Context: an optimization exercise on an open-source flow, tuned for small area and a short achievable clock period. The choices shown serve that exercise and are no tape-out recipe. The RTL was checked by simulation tests, not by an equivalence proof against the original design.

Setup of run 1:
==> flow/design.v <==
`timescale 1 ns / 1 ns
module IIR
          (clk,
           reset,
           clk_enable,
           In1,
           ce_out,
           Out1);
  input   clk;
  input   reset;
  input   clk_enable;
  input   [15:0] In1;   
  output  ce_out;
  output  [15:0] Out1;   
  reg  [15:0] s;      
  reg  [15:0] t;      
  reg         tk;     
  reg  [15:0] r;      
  reg         rnz;    
  reg  [15:0] v;      
  reg  [15:0] o;      
  wire [31:0] xs = {{16{s[15]}}, s};
  wire [31:0] m = (xs << 15) - (xs << 13) - (xs << 9) + (xs << 7)
                - (xs << 5) + (xs << 2) + xs + 32'd16383
                + ({{21{In1[15]}}, In1[15:5]} << 14) + ({16'd0, t} << 14);
  wire [15:0] s_next = {m[29] ^ tk, m[28:14]};
  wire [31:0] n = 32'd32767 - (xs << 16) + (xs << 12) - (xs << 9)
                - (xs << 7) + (xs << 5) - (xs << 3);
  wire tk_next = n[31] ^ (n[30] & (|n[29:15]));
  wire [31:0] q = (xs << 15) - (xs << 12) - (xs << 10) + (xs << 8)
                - (xs << 4) + (xs << 2);
  wire [15:0] w = q[29:14];
  wire        wnz = |q[13:0];
  wire [15:0] v_next = ~r + {15'd0, ~rnz};
  wire [16:0] sum = {w[15], w} + {v[15], v};
  always @(posedge clk or posedge reset)
    begin
      if (reset == 1'b1) begin
        s   <= 16'h0000;
        t   <= 16'h0000;
        tk  <= 1'b0;
        r   <= 16'h0000;
        rnz <= 1'b0;
        v   <= 16'h0000;
        o   <= 16'h0000;
      end
      else if (clk_enable) begin
        s   <= s_next;
        t   <= n[31:16];
        tk  <= tk_next;
        r   <= w;
        rnz <= wnz;
        v   <= v_next;
        o   <= sum[16:1];
      end
    end
  assign Out1 = o;
  assign ce_out = clk_enable;
endmodule   
Settings: LEC_CHECK=0, ABC_CLOCK_PERIOD_IN_PS=4000, CAP_MARGIN=20, CORE_MARGIN=2, CORE_UTILIZATION=40, SETUP_SLACK_MARGIN=5, SLEW_MARGIN=20; clock period 10.0 ns.
run.sh (not shown) runs the stock make flow with config.mk's settings and CLKGATE_MAP_FILE= SYNTH_SCRIPT=/design/flow/synth_recipe.tcl, a recipe that flattens the netlist after the stock synthesis.
Inputs modified between run 1 and run 2:
Settings: clearing ABC_CLOCK_PERIOD_IN_PS, which used to be 4000; clearing SETUP_SLACK_MARGIN, which used to be 5.
==> run notes <==
Run 2 has less setup slack than run 1.
Layout overhead on the synthesized area down 13 points in run 2 wrt run 1
For run 1, the launching element of the worst setup path was s[0], unlike run 2, where it was s[2].
Of run 1 and run 2, the run reporting the lower critical path depth was run 1.
On number of max-slew violations in the final report, run 1 and run 2 are basically level.

Setup of v25:
IIR, a different RTL version from the one above (not shown whole).
Size in the first run: roughly 1,000 cells after synthesis, ~36 I/O pins.
export LEC_CHECK = 0
export CAP_MARGIN = 20
export CORE_MARGIN = 2
export CORE_UTILIZATION = 40
export SETUP_SLACK_MARGIN = 5
export SLEW_MARGIN = 20
create_clock -name core_clock -period 10.0 [get_ports {clk}]
v25 ran to completion and came out clean on the timing, DRC and antenna checks.
Edits applied to the flow inputs when going from v25 to v22:
- SETUP_SLACK_MARGIN: 5 -> unset
Notes after the runs:
Start point of the critical path = s[10]: v25; start point of the critical path = s[9]: v22. From v25 to v22 the numbers moved as follows: final instance count without filler cells shows a reduction of about 6%; global-route track usage on met2 down 4.4 points; largest stage delay on the critical path now larger. Cell with the largest stage delay on the worst path: fa_1 -> v25, dfrtp_1 -> v22.
Inputs modified between v22 and v32:
- setting SETUP_SLACK_MARGIN to 5 for the first time
- setting ABC_CLOCK_PERIOD_IN_PS to 4500 for the first time
==> run notes <==
v32 against v22; top achievable clock speed is up by more than 10%.
v32 ended with more final worst hold slack than v22.
Last element of the critical path = s[15]: v22; last element of the critical path = tk: v32
As far as number of port buffers goes, v32 and v22 are indistinguishable; the numbers are identical.
Wire length of the first global-routing pass: v32 vs v22 up about 6%
Re register cell area after layout: v22 and v32 aren't equal, and the higher value belongs to v32.
Diff v22 and v32: critical path depth lower in v32

IIR, a different RTL version from the one above (not shown whole).
Size: ~1400 cells after synthesis, roughly 84 flip-flops, ~36 I/O pins.
Design IIR, start of the top module:
module IIR
          (clk,
           reset,
           clk_enable,
           In1,
           ce_out,
           Out1);
  input   clk;
  input   reset;
  input   clk_enable;
  input   [15:0] In1;   
  output  ce_out;
  output  [15:0] Out1;   
  reg  [15:0] s;      
  reg  [16:0] t;      
  reg  [15:0] r;      
  reg         rnz;    
  reg  [15:0] vr;     
  reg         vn;     
  reg  [15:0] vr2;    
  reg         vn2;    
  wire [10:0] In1s = In1[15:5];
  wire [10:0] In1s_n = ~In1s;
  wire [15:0] s_n = ~s;
  wire [15:0] vr2_n = ~vr2;
  wire        vn2_n = ~vn2;
  wire m_s1, m_c2;
  IIR_ha um_s1 (.a(s[13]), .b(s[11]), .s(m_s1), .co(m_c2));
  wire m_s3, m_c4;
  IIR_fa um_s3 (.a(s[14]), .b(s[12]), .c(s[7]), .s(m_s3), .co(m_c4));
  wire m_s5, m_c6;
  IIR_fa um_s5 (.a(s[13]), .b(s[8]), .c(s[0]), .s(m_s5), .co(m_c6));
  wire m_s7, m_c8;
  IIR_ha um_s7 (.a(t[2]), .b(s_n[15]), .s(m_s7), .co(m_c8));
  wire m_s9, m_c10;
  IIR_fa um_s9 (.a(s[14]), .b(s[9]), .c(s[1]), .s(m_s9), .co(m_c10));
  wire m_s11, m_c12;
  IIR_ha um_s11 (.a(t[3]), .b(s_n[11]), .s(m_s11), .co(m_c12));
  wire m_s13, m_c14;
  IIR_fa um_s13 (.a(s[10]), .b(s[2]), .c(t[4]), .s(m_s13), .co(m_c14));
  wire m_s15, m_c16;
  IIR_ha um_s15 (.a(s_n[15]), .b(s_n[12]), .s(m_s15), .co(m_c16));
  wire m_s17, m_c18;
  IIR_fa um_s17 (.a(s[11]), .b(s[3]), .c(t[5]), .s(m_s17), .co(m_c18));
  wire m_s19, m_c20;
  IIR_ha um_s19 (.a(s[12]), .b(s[4]), .s(m_s19), .co(m_c20));
  wire m_s21, m_c22;
  IIR_ha um_s21 (.a(s[15]), .b(s[13]), .s(m_s21), .co(m_c22));
  wire m_s23, m_c24;
  IIR_fa um_s23 (.a(s[9]), .b(s[7]), .c(s[2]), .s(m_s23), .co(m_c24));
  wire m_s25, m_c26;
  IIR_fa um_s25 (.a(s[10]), .b(s[8]), .c(s[3]), .s(m_s25), .co(m_c26));
  wire m_s27, m_c28;
  IIR_fa um_s27 (.a(s[11]), .b(s[9]), .c(s[4]), .s(m_s27), .co(m_c28));
  wire m_s29, m_c30;
  IIR_fa um_s29 (.a(s[12]), .b(s[10]), .c(s[5]), .s(m_s29), .co(m_c30));
  wire m_s31, m_c32;
  IIR_fa um_s31 (.a(s[6]), .b(s_n[8]), .c(s_n[4]), .s(m_s31), .co(m_c32));
  wire m_s33, m_c34;
  IIR_ha um_s33 (.a(s_n[0]), .b(m_s1), .s(m_s33), .co(m_c34));
  wire m_s35, m_c36;
  IIR_fa um_s35 (.a(t[1]), .b(s_n[9]), .c(s_n[5]), .s(m_s35), .co(m_c36));
  wire m_s37, m_c38;
  IIR_fa um_s37 (.a(s_n[1]), .b(m_c2), .c(m_s3), .s(m_s37), .co(m_c38));
  ...
export LEC_CHECK = 0
export CAP_MARGIN = 20
export CORE_MARGIN = 2
export CORE_UTILIZATION = 40
export SLEW_MARGIN = 20
export SYNTH_HIERARCHICAL = 1
export SYNTH_MINIMUM_KEEP_SIZE = 0
export TNS_END_PERCENT = 0
create_clock -name core_clock -period 10.0 [get_ports {clk}]
standard.sh (not shown) runs the stock make flow with config.mk's settings and CLKGATE_MAP_FILE= SYNTH_SCRIPT=/design/flow/synth_recipe.tcl, a recipe that flattens the netlist after the stock synthesis.
==> flow/flow/run.sh <==
#!/bin/bash
# Standard ORFS layout, with port buffers of a plain buffer cell and timing
# repair aimed below the clock period (the SDC is unchanged).
set -euo pipefail
bash standard.sh SETUP_SLACK_MARGIN=5.3 "BUFFER_PORTS_ARGS=-buffer_cell sky130_fd_sc_hd__buf_2" ABC_AREA=1 finish > flow_make.log 2>&1
Rerun with:
==> flow/flow/run.sh (replaced) <==
#!/bin/bash
# Standard ORFS layout, with port buffers of a plain buffer cell and timing
# repair aimed below the clock period (the SDC is unchanged).
set -euo pipefail
bash standard.sh SETUP_SLACK_MARGIN=5.8 "BUFFER_PORTS_ARGS=-buffer_cell sky130_fd_sc_hd__buf_2" ABC_AREA=1 finish > flow_make.log 2>&1
Result:
- global-route usage rose by 0.48 points
- wire length rose slightly
- clock-buffer cell count went up by 1
- die area does not change

Starting RTL as in the previous note.
Design IIR, start of the top module:
module IIR
          (clk,
           reset,
           clk_enable,
           In1,
           ce_out,
           Out1);
  input   clk;
  input   reset;
  input   clk_enable;
  input   [15:0] In1;   
  output  ce_out;
  output  [15:0] Out1;   
  reg  [15:0] s;      
  reg  [16:0] t;      
  reg  [15:0] r;      
  reg         rnz;    
  reg  [15:0] vr;     
  reg         vn;     
  reg  [15:0] vr2;    
  reg         vn2;    
  wire [10:0] In1s = In1[15:5];
  wire [10:0] In1s_n = ~In1s;
  wire [15:0] s_n = ~s;
  wire [15:0] vr2_n = ~vr2;
  wire        vn2_n = ~vn2;
  wire m_s1, m_c2;
  IIR_ha um_s1 (.a(s[13]), .b(s[11]), .s(m_s1), .co(m_c2));
  wire m_s3, m_c4;
  IIR_fa um_s3 (.a(s[14]), .b(s[12]), .c(s[7]), .s(m_s3), .co(m_c4));
  wire m_s5, m_c6;
  IIR_fa um_s5 (.a(s[13]), .b(s[8]), .c(s[0]), .s(m_s5), .co(m_c6));
  wire m_s7, m_c8;
  IIR_ha um_s7 (.a(t[2]), .b(s_n[15]), .s(m_s7), .co(m_c8));
  wire m_s9, m_c10;
  IIR_fa um_s9 (.a(s[14]), .b(s[9]), .c(s[1]), .s(m_s9), .co(m_c10));
  wire m_s11, m_c12;
  IIR_ha um_s11 (.a(t[3]), .b(s_n[11]), .s(m_s11), .co(m_c12));
  wire m_s13, m_c14;
  IIR_fa um_s13 (.a(s[10]), .b(s[2]), .c(t[4]), .s(m_s13), .co(m_c14));
  wire m_s15, m_c16;
  IIR_ha um_s15 (.a(s_n[15]), .b(s_n[12]), .s(m_s15), .co(m_c16));
  wire m_s17, m_c18;
  IIR_fa um_s17 (.a(s[11]), .b(s[3]), .c(t[5]), .s(m_s17), .co(m_c18));
  wire m_s19, m_c20;
  IIR_ha um_s19 (.a(s[12]), .b(s[4]), .s(m_s19), .co(m_c20));
  wire m_s21, m_c22;
  IIR_ha um_s21 (.a(s[15]), .b(s[13]), .s(m_s21), .co(m_c22));
  wire m_s23, m_c24;
  IIR_fa um_s23 (.a(s[9]), .b(s[7]), .c(s[2]), .s(m_s23), .co(m_c24));
  wire m_s25, m_c26;
  IIR_fa um_s25 (.a(s[10]), .b(s[8]), .c(s[3]), .s(m_s25), .co(m_c26));
  wire m_s27, m_c28;
  IIR_fa um_s27 (.a(s[11]), .b(s[9]), .c(s[4]), .s(m_s27), .co(m_c28));
  wire m_s29, m_c30;
  IIR_fa um_s29 (.a(s[12]), .b(s[10]), .c(s[5]), .s(m_s29), .co(m_c30));
  wire m_s31, m_c32;
  IIR_fa um_s31 (.a(s[6]), .b(s_n[8]), .c(s_n[4]), .s(m_s31), .co(m_c32));
  wire m_s33, m_c34;
  IIR_ha um_s33 (.a(s_n[0]), .b(m_s1), .s(m_s33), .co(m_c34));
  wire m_s35, m_c36;
  IIR_fa um_s35 (.a(t[1]), .b(s_n[9]), .c(s_n[5]), .s(m_s35), .co(m_c36));
  wire m_s37, m_c38;
  IIR_fa um_s37 (.a(s_n[1]), .b(m_c2), .c(m_s3), .s(m_s37), .co(m_c38));
  ...
clock: 10.0 ns
lec_check: 0
cap_margin: 20
core_margin: 2
core_utilization: 40
slew_margin: 20
synth_hierarchical: 1
synth_minimum_keep_size: 0
tns_end_percent: 0
==> flow/flow/run.sh <==
#!/bin/bash
# Standard ORFS layout, with port buffers of a plain buffer cell and timing
# repair aimed below the clock period (the SDC is unchanged).
set -euo pipefail
bash standard.sh SETUP_SLACK_MARGIN=5.6 "BUFFER_PORTS_ARGS=-buffer_cell sky130_fd_sc_hd__buf_2" ABC_AREA=1 GPL_ROUTABILITY_DRIVEN=0 finish > flow_make.log 2>&1
The starting point completed with no timing, DRC or antenna violations.
Rerun with:
==> flow/flow/run.sh (replaced) <==
#!/bin/bash
# Standard ORFS layout, with port buffers of a plain buffer cell and timing
# repair aimed below the clock period (the SDC is unchanged).
set -euo pipefail
bash standard.sh SETUP_SLACK_MARGIN=5.5 "BUFFER_PORTS_ARGS=-buffer_cell sky130_fd_sc_hd__buf_2" ABC_AREA=1 finish > flow_make.log 2>&1
Wire length rises by 2.5%.
Rerun with:
==> flow/flow/run.sh (replaced) <==
#!/bin/bash
# Standard ORFS layout (the standard.sh), with port buffers of a plain
# buffer cell and timing repair aimed below the clock period. The SDC and the
# clock period are unchanged; only the repair target differs. make's full
# output goes to flow_make.log, each ORFS step's log to orfs/logs.
set -euo pipefail
bash standard.sh SETUP_SLACK_MARGIN=5.6 "BUFFER_PORTS_ARGS=-buffer_cell sky130_fd_sc_hd__buf_2" finish > flow_make.log 2>&1
- ABC_AREA: unset -> 1
- GPL_ROUTABILITY_DRIVEN: unset -> 0
The changed run completed with no timing, DRC or antenna violations.
Clock-buffer cell count came out lower by 1.
Clock skew is about the same.
Worst setup slack improves by 0.0059 ns.
Rerun with:
==> flow/flow/run.sh (replaced) <==
#!/bin/bash
# Standard ORFS layout, with port buffers of a plain buffer cell and timing
# repair aimed below the clock period (the SDC is unchanged).
set -euo pipefail
bash standard.sh SETUP_SLACK_MARGIN=5.5 "BUFFER_PORTS_ARGS=-buffer_cell sky130_fd_sc_hd__buf_2" ABC_AREA=1 CAP_MARGIN=0 SLEW_MARGIN=0 finish > flow_make.log 2>&1
- ABC_AREA: 1 -> unset
- GPL_ROUTABILITY_DRIVEN: 0 -> unset
Synthesized area stays the same.
Clock-buffer cell count climbs by 1.
Final cell count hardly moves.
Routed wire length climbs by about 2.5%.
Design area climbs by about 0.3%.
Sequential share of layout area hardly moves.
Synthesized cell count does not change.
Worst setup slack got worse by 0.0059 ns.

Another version of the RTL of IIR (not shown whole).
Size in the first run: about 970 cells after synthesis, roughly 36 I/O pins, ~0.011 mm² of cells after synthesis.
export LEC_CHECK = 0
export CAP_MARGIN = 20
export CORE_MARGIN = 2
export CORE_UTILIZATION = 40
export SLEW_MARGIN = 20
export SYNTH_HIERARCHICAL = 1
export SYNTH_MINIMUM_KEEP_SIZE = 0
export TNS_END_PERCENT = 0
create_clock -name core_clock -period 10.0 [get_ports {clk}]
==> flow/flow/run.sh <==
#!/bin/bash
# Standard ORFS layout, with port buffers of a plain buffer cell and timing
# repair aimed below the clock period (the SDC is unchanged).
set -euo pipefail
bash standard.sh SETUP_SLACK_MARGIN=5.3 "BUFFER_PORTS_ARGS=-buffer_cell sky130_fd_sc_hd__buf_2" MATCH_CELL_FOOTPRINT=0 finish > flow_make.log 2>&1
Rerun with:
==> flow/flow/run.sh (replaced) <==
#!/bin/bash
# Standard ORFS layout, with port buffers of a plain buffer cell and timing
# repair aimed below the clock period (the SDC is unchanged).
set -euo pipefail
bash standard.sh SETUP_SLACK_MARGIN=5.3 "BUFFER_PORTS_ARGS=-buffer_cell sky130_fd_sc_hd__buf_2" finish > flow_make.log 2>&1
Settings changed: CORE_UTILIZATION 40 to 65.
The new run finished clean.
Cell count fell by 7.5%.
First-iteration DRC count increases by 52%.
Final area went up by 0.63%.
Wire length climbs by 8.9%.
Area after synthesis does not change.
Via count rose by 6.7%.
Core utilization rises by 30 points.

v59:
Another version of the RTL of IIR (not shown whole).
Size in the first run: about 83 flip-flops, about 36 I/O pins, about 12,000 um^2 of cells after synthesis.
Settings: LEC_CHECK=0, CAP_MARGIN=20, CORE_MARGIN=2, CORE_UTILIZATION=40, SLEW_MARGIN=20, SYNTH_HIERARCHICAL=1, SYNTH_MINIMUM_KEEP_SIZE=0, TNS_END_PERCENT=0; clock period 10.0 ns.
==> flow/flow/run.sh <==
#!/bin/bash
# Standard ORFS layout, with port buffers of a plain buffer cell and timing
# repair aimed below the clock period (the SDC is unchanged).
set -euo pipefail
bash standard.sh SETUP_SLACK_MARGIN=5.0 "BUFFER_PORTS_ARGS=-buffer_cell sky130_fd_sc_hd__buf_2" ABC_AREA=1 finish > flow_make.log 2>&1
v59 reached the end of the flow, and the finished layout is clean on the timing, DRC and antenna checks.
Inputs modified between v59 and v13:
-- flow/flow/run.sh --
<<< v59, line 5
bash standard.sh SETUP_SLACK_MARGIN=5.0 "BUFFER_PORTS_ARGS=-buffer_cell sky130_fd_sc_hd__buf_2" ABC_AREA=1 finish > flow_make.log 2>&1
>>> v13, line 5
bash standard.sh SETUP_SLACK_MARGIN=5.3 "BUFFER_PORTS_ARGS=-buffer_cell sky130_fd_sc_hd__buf_2" ABC_AREA=1 finish > flow_make.log 2>&1
==> comparison <==
- v59 ended with every stage complete and zero timing, DRC or antenna violations.
- v13 finished every step from synthesis to the final layout, and the layout passed the timing, DRC and antenna checks.
- Least setup slack across all paths after layout was lower in the run labelled v59.
- Delta (v13 minus v59): count of placed standard cells in the final layout, fillers left out grew by 17; number of setup buffers added after CTS rose 60%; critical path depth +2.
#### Input delta (v44 over v13)
-- flow/flow/run.sh --
<<< v13, line 5
bash standard.sh SETUP_SLACK_MARGIN=5.3 "BUFFER_PORTS_ARGS=-buffer_cell sky130_fd_sc_hd__buf_2" ABC_AREA=1 finish > flow_make.log 2>&1
>>> v44, line 5
bash standard.sh SETUP_SLACK_MARGIN=5.3 "BUFFER_PORTS_ARGS=-buffer_cell sky130_fd_sc_hd__buf_2" ABC_AREA=1 CORE_UTILIZATION=55 finish > flow_make.log 2>&1
--- outcome ---
Summary: design area, v44 better than v13. There was hardly any difference in register-to-register setup slack between v44 and v13. Looking at routed wire length across v44 and v13, the one that comes out higher is v13. Least setup slack across all paths after layout was lower in v13 than in v44. Compared v44 vs v13, and logic depth of the worst register-to-register path is up in v44. Final-layout clock buffer total on v44 is down relative to v13.

## static timing again, ports no longer ideal
The results above use ideal ports. As a check the final layouts listed here were re-extracted and re-timed, cells and wires unchanged.
Step 1, drivers: a clkbuf_16 drives clk and a buf_2 each remaining input, both assumed.
Step 2 adds t to the input delays and takes it off the output delays; t is the mean of the earliest and latest rising clock arrival at the registers after step 1. Input paths then give back, and output paths get back, about the clock's delay inside the block.
a / b / c = no drivers / after step 1 / after step 2; a / b = the first two.
run	shift t [ns]	setup WS [ns]	worst slew at a driven data input, ns	pins driven straight from the clock port
run 1	0.399	4.193 / 4.193 / 4.100	0.06	1
run 2	0.391	2.850 / 2.850 / 2.850	0.03	1
v25	0.394	4.053 / 4.053 / 4.053	0.04	1
v22	0.400	2.896 / 2.896 / 2.896	0.04	1
v32	0.394	4.053 / 4.053 / 4.053	0.04	1
the first run of note 3	0.390	5.401 / 5.369 / 5.378	0.03	1
the second run of note 3	0.389	5.615 / 5.572 / 5.615	0.03	1
the first run of note 4	0.392	5.527 / 5.504 / 5.504	0.05	1
the second run of note 4	0.395	5.521 / 5.472 / 5.472	0.05	1
the third run of note 4	0.392	5.527 / 5.504 / 5.504	0.05	1
the fourth run of note 4	0.395	5.521 / 5.472 / 5.472	0.05	1
the first run of note 5	0.392	5.076 / 5.076 / 5.076	0.03	1
the second run of note 5	0.401	5.096 / 5.096 / 5.096	0.03	1
v59	0.395	5.251 / 5.251 / 5.251	0.03	1
v13	0.395	5.475 / 5.475 / 5.475	0.03	1
v44	0.395	5.482 / 5.482 / 5.482	0.03	1
After both steps setup and hold are still met in every run listed. For run 1, which loses most, drivers alone change the setup slack by 0.000 ns; drivers and shift together by -0.093 ns.
